This is an optimization exercise on Yosys and OpenROAD, whose aim is small area and a short achievable clock period, not a production implementation. At most, simulation tests tie the RTL to the original design; equivalence was not proved. Power and IR drop assume default switching activity.

==> run Z <==
==> flow/design.v (excerpt) <==
module circuit (
  output [47:0] p,
  input  [17:0] a, b, d,
  input  [47:0] c,
  input  clk, rstn);
clock: 7.0 ns
lec_check: 0
cap_margin: 20
core_margin: 2
core_utilization: 65
cts_cluster_diameter: 80
cts_cluster_size: 25
place_density: 0.75
setup_slack_margin: 4.6
slew_margin: 20
synth_hierarchical: 1
standard.sh (not shown) runs the stock make flow with config.mk's settings and CLKGATE_MAP_FILE= SYNTH_SCRIPT=/design/flow/synth_recipe.tcl, a recipe that flattens the netlist after the stock synthesis.
==> flow/flow/run.sh <==
#!/bin/bash
# Standard layout, with the port buffers made of buf_2 cells instead of the default delay buffer.
set -euo pipefail
export BUFFER_PORTS_ARGS="-buffer_cell sky130_fd_sc_hd__buf_2"
bash standard.sh > standard.log 2>&1
==> inputs of run P, as changes to run Z <==
- PLACE_DENSITY: 0.75 -> not set
==> inputs of run X, as changes to run Z <==
- PLACE_DENSITY: 0.75 -> not set
- SETUP_SLACK_MARGIN: 4.6 -> 4.65
==> qor summary <==
	run X	run Z	run P
Fraction of area in registers	0.3622	0.3627	0.3654
Clk. pwr	0.00119 W	0.00119 W	0.00120 W
Worst Setup SP	p_r[23]	p_r[43]	p_r[5]
CP max stage cell	dfxtp_2	dfxtp_1	dfxtp_2
VDD IR max	0.3012 mV	0.2598 mV	0.2860 mV
Highest clock frequency the design can meet	419.9 MHz	420.6 MHz	422.5 MHz
Signal buf overhead	0.05393	0.05048	0.04978
Internal cell power	0.005683 W	0.005751 W	0.005624 W
Area of the multi-input gates	0.01062 mm²	0.01063 mm²	0.01054 mm²
Overall Power	0.009659 W	0.009805 W	0.009472 W
Endpoint of the worst-slack reg-to-reg timing path	t_r_15_4	t_r_24_3	t_r_16_4
Fraction of final layout cells with drive strength greater than 1	0.2016	0.1990	0.1910
Total number of vias	11.56k	11.75k	11.47k
Global-route wire length before repair	62,940 µm	65,510 µm	63,530 µm
Launching point of the worst reg2reg path	s_r[7]	a_r[16]	s_r[6]
Slowest stage delay, CP	0.34 ns	0.35 ns	0.33 ns
Fill cell total of the finished layout	1,970	1,934	2,038
Pwr/cell area	473.7 mW/mm²	482.4 mW/mm²	468.7 mW/mm²
Run status	no timing/DRC/antenna violations	no timing/DRC/antenna violations	no timing/DRC/antenna violations
Sw frac	0.4116	0.4135	0.4062
Routed len/inst	19.03 µm	19.61 µm	18.75 µm
Slack of the worst reg-to-reg path	4.67 ns	4.66 ns	4.67 ns
Buffers inserted by post-CTS timing repair	5	16	4
HPWL after detailed placement	29,200 µm	29,270 µm	28,550 µm

========
==> inputs of build 62 <==
Another version of the RTL of circuit (not shown whole).
export LEC_CHECK = 0
export CAP_MARGIN = 20
export CORE_MARGIN = 2
export CORE_UTILIZATION = 65
export CTS_CLUSTER_DIAMETER = 80
export CTS_CLUSTER_SIZE = 25
export SETUP_SLACK_MARGIN = 4.6
export SLEW_MARGIN = 20
export SYNTH_HIERARCHICAL = 1
create_clock -name core_clock -period 7.0 [get_ports {clk}]
==> flow/flow/run.sh <==
#!/bin/bash
# Standard layout, with the port buffers made of buf_1 cells instead of the default delay buffer.
set -euo pipefail
export BUFFER_PORTS_ARGS="-buffer_cell sky130_fd_sc_hd__buf_1"
bash standard.sh > standard.log 2>&1
==> trial 56 (differences from build 62) <==
==> flow/flow/run.sh (replaced) <==
#!/bin/bash
# Standard layout, with the port buffers made of buf_2 cells instead of the default delay buffer.
set -euo pipefail
export BUFFER_PORTS_ARGS="-buffer_cell sky130_fd_sc_hd__buf_2"
bash standard.sh > standard.log 2>&1
Settings changed: CTS_CLUSTER_DIAMETER 80 to 60, CTS_CLUSTER_SIZE 25 to 30.
==> build 71 (differences from build 62) <==
==> flow/flow/run.sh (replaced) <==
#!/bin/bash
# Standard layout, with the port buffers made of buf_2 cells instead of the default delay buffer.
set -euo pipefail
export BUFFER_PORTS_ARGS="-buffer_cell sky130_fd_sc_hd__buf_2"
bash standard.sh > standard.log 2>&1
Settings changed: SETUP_SLACK_MARGIN 4.6 to 4.7.
==> impl_metrics.yaml <==
critical_path:
  cp-startpoint: "p_r[8]"
  cpPeakStageDelay_ns: 0.34
pwr:
  p_clk_mw: 1.33
  switchingPower_mw: 3.844
  power_mw: 9.740
final_layout:
  mostFrequentLayoutCells: "424 x nand2_1, 339 x dfxtp_1, 306 x fa_1"
  sh_seq_area_pct: 38.19
  drive_gt1_share_pct: 12.96
  final_cells: 2281
  seq_area_um2: 8258
  buffer_area_share_pct: 4.351
status:
  status: "complete, no violations"
global_route:
  grt_pass1_wl_um: 69330
  grt_use_met1_pct: 37.53
detailed_routing:
  dr_wl_met2_um: 20770
The numbers above come from build 62.

==> impl_metrics.yaml <==
final_layout:
  buffer_area_share_pct: 4.660
  sh_seq_area_pct: 37.48
  seq_area_um2: 8272
  final_cells: 2298
  drive_gt1_share_pct: 19.23
  num_antenna_cells: 0
critical_path:
  cp-endpoint: "p[27]"
pwr:
  switchingPower_mw: 4.089
global_route:
  grt_use_met1_pct: 37.59
  track_usage_pct: 29.43
  grt_pass1_wl_um: 71190
status:
  status: "complete, no violations"
The numbers above come from trial 56.

==> impl_metrics.yaml <==
status:
  status: "complete, no violations"
final_layout:
  seq_area_um2: 8258
  sh_seq_area_pct: 37.53
  final_cells: 2313
  drive_gt1_share_pct: 20.02
global_route:
  grt_pass1_wl_um: 68230
  grt_use_met1_pct: 38.46
pwr:
  switchingPower_mw: 3.866
The numbers above come from build 71.

No run of this note included a check of the RTL's function; only the layout flow was run.

-- static timing again, ports no longer ideal --
How much do the figures lean on ideal ports? The routed layouts below were timed once more, with nothing changed but the port constraints. Step 1 (the two cells are an assumption about what drives the block):
set clk [get_ports {clk}]
set_driving_cell -lib_cell sky130_fd_sc_hd__clkbuf_16 $clk
set_driving_cell -lib_cell sky130_fd_sc_hd__buf_2 [delete_from_list [all_inputs] $clk]
Step 2 moves the port delays by t, midway between the first and last clock arrival at a register: inputs arrive t later, outputs are due t later. That takes back most of the time a late clock gives input paths. Three values: no drivers, after step 1, after step 2; two values: the first two.
| run | t, ns | setup WS [ns] | clock arrival spread, ns | worst register clock-pin slew, ns | worst slew at a driven data input, ns |
|---|---|---|---|---|---|
| run Z | 0.575 | 4.622 / 4.569 / 4.281 | 0.013 / 0.013 | 0.10 / 0.10 | 0.05 |
| run P | 0.572 | 4.633 / 4.578 / 4.252 | 0.029 / 0.028 | 0.10 / 0.10 | 0.04 |
| run X | 0.577 | 4.619 / 4.569 / 4.261 | 0.019 / 0.019 | 0.10 / 0.10 | 0.05 |
| build 62 | 0.595 | 4.607 / 4.553 / 4.211 | 0.021 / 0.021 | 0.10 / 0.10 | 0.05 |
| trial 56 | 0.623 | 4.577 / 4.524 / 4.188 | 0.020 / 0.020 | 0.10 / 0.10 | 0.06 |
| build 71 | 0.591 | 4.618 / 4.565 / 4.283 | 0.031 / 0.031 | 0.11 / 0.11 | 0.05 |
After both steps setup and hold are still met in every run listed. The setup slack of build 62, which loses most, moves by -0.054 ns with the drivers and by -0.396 ns with both steps.
